What follows belongs to an exercise in optimizing a design on an open flow for small area; a production flow would make more cautious choices.
The RTL was checked by simulation tests, not by an equivalence proof against the original design.
Power figures rest on the tool's default switching activity, not on a simulated workload.

job 5007:
==> flow/design.v (excerpt) <==
module gain
   ( input  logic                 clk,
     input  logic                 reset,
     input  logic                 avsWr,
     input  logic        [ 31 : 0 ] avsWrData,
     output logic        [ 31 : 0 ] avsRdData,
     input  logic                 st,
     input  logic signed [ 15 : 0 ] a,
     output logic                 rdy,
     output logic signed [ 15 : 0 ] y );
Settings: LEC_CHECK=0, ABC_AREA=1, CAP_MARGIN=20, CORE_MARGIN=2, CORE_UTILIZATION=65, CTS_BUF_LIST=sky130_fd_sc_hd__clkbuf_4, SETUP_SLACK_MARGIN=0.05, SLEW_MARGIN=20, SYNTH_HIERARCHICAL=1, SYNTH_MINIMUM_KEEP_SIZE=0; clock period 6.4 ns.
standard.sh (not shown) runs the stock make flow with config.mk's settings and CLKGATE_MAP_FILE= SYNTH_SCRIPT=/design/flow/synth_recipe.tcl, a recipe that flattens the netlist after the stock synthesis.
==> flow/flow/run.sh <==
#!/bin/bash
# Standard layout (the standard.sh: standard synthesis and ORFS steps), with the
# input and output ports buffered by the smallest buffer cell instead of the one
# buffer_ports picks by default. Each ORFS step keeps its own log under orfs/logs/.
set -euo pipefail
bash standard.sh 'BUFFER_PORTS_ARGS=-buffer_cell sky130_fd_sc_hd__buf_1' finish > standard_flow.log 2>&1
Job 5007: flow completed, timing, DRC and antenna clean
Here is what was changed in the inputs of job 9809 compared with job 5007.
==> flow/run.sh (new file) <==
#!/bin/bash
# synth_recipe.tcl (not shown) runs the flow's synth.tcl, then flattens the netlist and writes it again
# the make line also repeats each setting of config.mk as NAME=value (left out here)
make -C /OpenROAD-flow-scripts/flow DESIGN_CONFIG=/design/flow/config.mk WORK_HOME=/design/flow/orfs CLKGATE_MAP_FILE= SYNTH_SCRIPT=/design/flow/synth_recipe.tcl finish
removed: flow/flow/run.sh
removed: flow/standard.sh
Notes after the runs:
- Total power after layout: job 9809 vs job 5007 down 2.6%
- Summary of job 9809 over job 5007: total via count in the routed design shows no meaningful change, total power divided by cell area shows a reduction of 40 nW/um2, static leakage shows an increase of about 6%.
- Job 9809: flow completed, timing, DRC and antenna clean
- Diff job 9809..job 5007 | critical path depth | unchanged
- The total length of routed met2 wires was comparable across job 5007 and job 9809.
- Relative to job 5007, global-route usage decreased by 0.63 points in job 9809.
- The clock power of job 9809 was superior to that of job 5007.
- Job 5007 → job 9809: post-synthesis to final-layout area growth increased by 6.3 points relative to the old numbers; share of power burned in the clock network lower.
The following lists how job 2489 was set up differently from job 9809:
# job 9809
export LEC_CHECK = 0
export ABC_AREA = 1
export CAP_MARGIN = 20
export CORE_MARGIN = 2
export CORE_UTILIZATION = 65
export CTS_BUF_LIST = sky130_fd_sc_hd__clkbuf_4
export SETUP_SLACK_MARGIN = 0.05
export SLEW_MARGIN = 20
export SYNTH_HIERARCHICAL = 1
export SYNTH_MINIMUM_KEEP_SIZE = 0
create_clock -name core_clock -period 6.4 [get_ports {clk}]
# job 2489
export LEC_CHECK = 0
export ABC_AREA = 1
export CAP_MARGIN = 20
export CORE_MARGIN = 2
export CORE_UTILIZATION = 65
export CTS_BUF_LIST = sky130_fd_sc_hd__clkbuf_4
export CTS_CLUSTER_SIZE = 8
export SETUP_SLACK_MARGIN = 0.05
export SLEW_MARGIN = 20
export SYNTH_HIERARCHICAL = 1
export SYNTH_MINIMUM_KEEP_SIZE = 0
create_clock -name core_clock -period 6.4 [get_ports {clk}]
Findings:
Between job 2489 and job 9809, the overall power consumption figures differ only marginally. Reported for job 9809 and job 2489, number of cell instances on the worst register-to-register path turned out identical to the last digit. Job 9809 completed end to end with timing, DRC and antenna clean. Job 2489 did not stop at any stage, and its layout met the timing, design-rule and antenna checks. Job 9809 and job 2489 ended up with nearly the same combinational cell fraction of total power.

== wip/ember ==
gain, a different RTL version from the one above (not shown whole).
For scale: about 650 cells after synthesis, roughly 66 flip-flops, roughly 0.0076 mm2 of cells after synthesis.
Settings: LEC_CHECK=0, CAP_MARGIN=20, CORE_MARGIN=2, CORE_UTILIZATION=85, CTS_BUF_LIST=sky130_fd_sc_hd__clkbuf_8, GPL_TIMING_DRIVEN=0, SETUP_SLACK_MARGIN=0.05, SLEW_MARGIN=20, SYNTH_HIERARCHICAL=1, SYNTH_MINIMUM_KEEP_SIZE=0; clock period 6.4 ns.
==> flow/flow/run.sh <==
#!/bin/bash
# Standard layout (the standard.sh: standard synthesis and ORFS steps) with these
# changes: every combinational cell is set to its smallest drive strength after
# floorplan (flow/downsize.tcl; later repair steps size up what they need), the ports
# are buffered with the smallest buffer cell, and clock tree synthesis adds no dummy
# loads, and the constant outputs share one tie cell. Each ORFS step keeps its own log under orfs/logs/; make's output goes to
# standard_flow.log.
set -euo pipefail
here=$(pwd)
bash standard.sh "POST_FLOORPLAN_TCL=$here/flow/downsize.tcl" \
  'BUFFER_PORTS_ARGS=-buffer_cell sky130_fd_sc_hd__buf_1' \
  'CTS_ARGS=-sink_clustering_enable -repair_clock_nets -buf_list sky130_fd_sc_hd__clkbuf_8 -dont_use_dummy_load' \
  'SKIP_REPAIR_TIE_FANOUT=1' finish > standard_flow.log 2>&1
==> flow/flow/downsize.tcl <==
# Sourced after floorplan (POST_FLOORPLAN_TCL): give every combinational cell
# the smallest drive strength of its function; the later repair steps size up
# what timing, slew and capacitance need.
set skip {^(df|dl|sdf|edf|conb|tap|fill|decap|diode|clk|lpflow|probe|macro)}
set dont_use [split [string trim $::env(DONT_USE_CELLS)]]
set n_swapped 0
foreach inst [get_cells *] {
  set m [get_property $inst ref_name]
  if { ![regexp {^sky130_fd_sc_hd__(.+)_([0-9]+)$} $m -> base drv] } { continue }
  if { [regexp $skip $base] } { continue }
  set best ""
  set best_area 1e9
  foreach lc [get_lib_cells sky130_fd_sc_hd__${base}_*] {
    set name [get_property $lc name]
    if { ![regexp "^sky130_fd_sc_hd__${base}_\[0-9\]+\$" $name] } { continue }
    if { [lsearch -exact $dont_use $name] >= 0 } { continue }
    set a [get_property $lc area]
    if { $a < $best_area } {
      set best_area $a
      set best $name
    }
  }
  if { $best ne "" && $best ne $m } {
    set cur_area [get_property [lindex [get_lib_cells $m] 0] area]
    if { $best_area < $cur_area } {
      replace_cell [get_property $inst full_name] $best
      incr n_swapped
    }
  }
}
puts "downsize: $n_swapped cells downsized"
Setup changes, wip/ember to wip/garnet
- swapping 85 for 75 in CORE_UTILIZATION
- clearing GPL_TIMING_DRIVEN, which used to be 0
-- flow/flow/run.sh --
<<< wip/ember, line 6
# loads, and the constant outputs share one tie cell. Each ORFS step keeps its own log under orfs/logs/; make's output goes to
>>> wip/garnet, line 6
# loads. Each ORFS step keeps its own log under orfs/logs/; make's output goes to
<<< wip/ember, line 13
  'SKIP_REPAIR_TIE_FANOUT=1' finish > standard_flow.log 2>&1
>>> wip/garnet, line 13
  finish > standard_flow.log 2>&1
--- outcome ---
Compared to wip/ember, wip/garnet has multi-input combinational cell count 15 higher. Compared with wip/ember, wip/garnet shows synthesis-to-finish area growth higher by 0.82 points. Compared to wip/ember, wip/garnet has count of instances resized after the clock tree is built 14 lower. Where total power is concerned, wip/ember is outperformed by wip/garnet. In the reports for wip/garnet and wip/ember, the larger fmax belongs to wip/garnet. wip/garnet against wip/ember; routed metal-1 wire length is down slightly. Compare wip/garnet and wip/ember | largest fanout on the critical path lower: wip/garnet. Of wip/garnet and wip/ember, the lower design area belongs to wip/ember.
#### Input delta (wip/pepper over wip/garnet)
- a change of CORE_UTILIZATION from 75 to 85
-- flow/flow/run.sh --
<<< wip/garnet, line 5
# are buffered with the smallest buffer cell, and clock tree synthesis adds no dummy
# loads. Each ORFS step keeps its own log under orfs/logs/; make's output goes to
>>> wip/pepper, line 5
# are buffered with the smallest buffer cell, and clock tree synthesis uses large sink clusters and adds no dummy
# loads, and the constant outputs share one tie cell. Each ORFS step keeps its own log under orfs/logs/; make's output goes to
<<< wip/garnet, line 12
  'CTS_ARGS=-sink_clustering_enable -repair_clock_nets -buf_list sky130_fd_sc_hd__clkbuf_8 -dont_use_dummy_load' \
  finish > standard_flow.log 2>&1
>>> wip/pepper, line 12
  'CTS_ARGS=-sink_clustering_enable -sink_clustering_size 34 -sink_clustering_max_diameter 300 -repair_clock_nets -buf_list sky130_fd_sc_hd__clkbuf_8 -dont_use_dummy_load' \
  'SKIP_REPAIR_TIE_FANOUT=1' finish > standard_flow.log 2>&1
Findings:
Compared with wip/garnet, wip/pepper shows routed wire length higher by 7.3%.
Comparing wip/garnet and wip/pepper, the higher portion of the clock cycle consumed by the worst path in the final layout was measured on wip/garnet.
Wire length of the first global-routing pass (wip/pepper / wip/garnet): 1.06
Going from wip/garnet to wip/pepper, highest ir drop seen on vdd shrank by a few percent.
wip/pepper and wip/garnet ended up with roughly the same clock share of power.
Cmp wip/garnet and wip/pepper / stage delay of the slowest cell on the critical path / lower: wip/pepper
What wip/violet does differently from wip/pepper at the input level:
- a change of CORE_UTILIZATION from 85 to 90
-- flow/flow/run.sh --
<<< wip/pepper, line 5
# are buffered with the smallest buffer cell, and clock tree synthesis uses large sink clusters and adds no dummy
>>> wip/violet, line 5
# are buffered with the smallest buffer cell, and clock tree synthesis adds no dummy
<<< wip/pepper, line 12
  'CTS_ARGS=-sink_clustering_enable -sink_clustering_size 34 -sink_clustering_max_diameter 300 -repair_clock_nets -buf_list sky130_fd_sc_hd__clkbuf_8 -dont_use_dummy_load' \
>>> wip/violet, line 12
  'CTS_ARGS=-sink_clustering_enable -repair_clock_nets -buf_list sky130_fd_sc_hd__clkbuf_8 -dont_use_dummy_load' \
### Flow results
- Looking at worst hold-check slack across both flows, wip/violet is the stronger of the two, with wip/pepper trailing.
- Changes observed in wip/violet relative to wip/pepper: overall die area decreased by 5.3% relative to the old numbers; share of the clock period used by the worst path increased by 1.7 points relative to the old numbers; worst hold path cell count closely matched the old numbers; synthesis-to-layout area growth decreased by 0.20 points relative to the old numbers.

## afterwards: timing with drivers on the ports
How much do the figures lean on ideal ports? The routed layouts below were timed once more, with nothing changed but the port constraints. Step 1 assumes that a clkbuf_16 drives the clock port and a buf_2 every other input. Step 2, shift: input delay + t, output delay - t, t = (earliest + latest rising clock arrival at the registers) / 2. This alone moves slack from input paths to output paths. Slacks: ideal / step 1 / step 2; pairs: ideal / step 1.
run | t, ns | setup WS [ns] | worst setup path after step 2 | worst register clock-pin slew, ns
job 5007 | 0.470 | 0.532 / 0.532 / 0.532 | register to register | 0.12 / 0.12
job 9809 | 0.487 | 0.668 / 0.668 / 0.668 | register to register | 0.12 / 0.12
job 2489 | 0.487 | 0.668 / 0.668 / 0.668 | register to register | 0.12 / 0.12
wip/ember | 0.373 | 0.189 / 0.189 / 0.189 | register to register | 0.09 / 0.09
wip/garnet | 0.374 | 0.406 / 0.406 / 0.406 | register to register | 0.08 / 0.08
wip/pepper | 0.373 | 0.446 / 0.446 / 0.446 | register to register | 0.08 / 0.08
wip/violet | 0.377 | 0.334 / 0.334 / 0.334 | register to register | 0.09 / 0.09
After both steps every run listed still meets setup and hold.
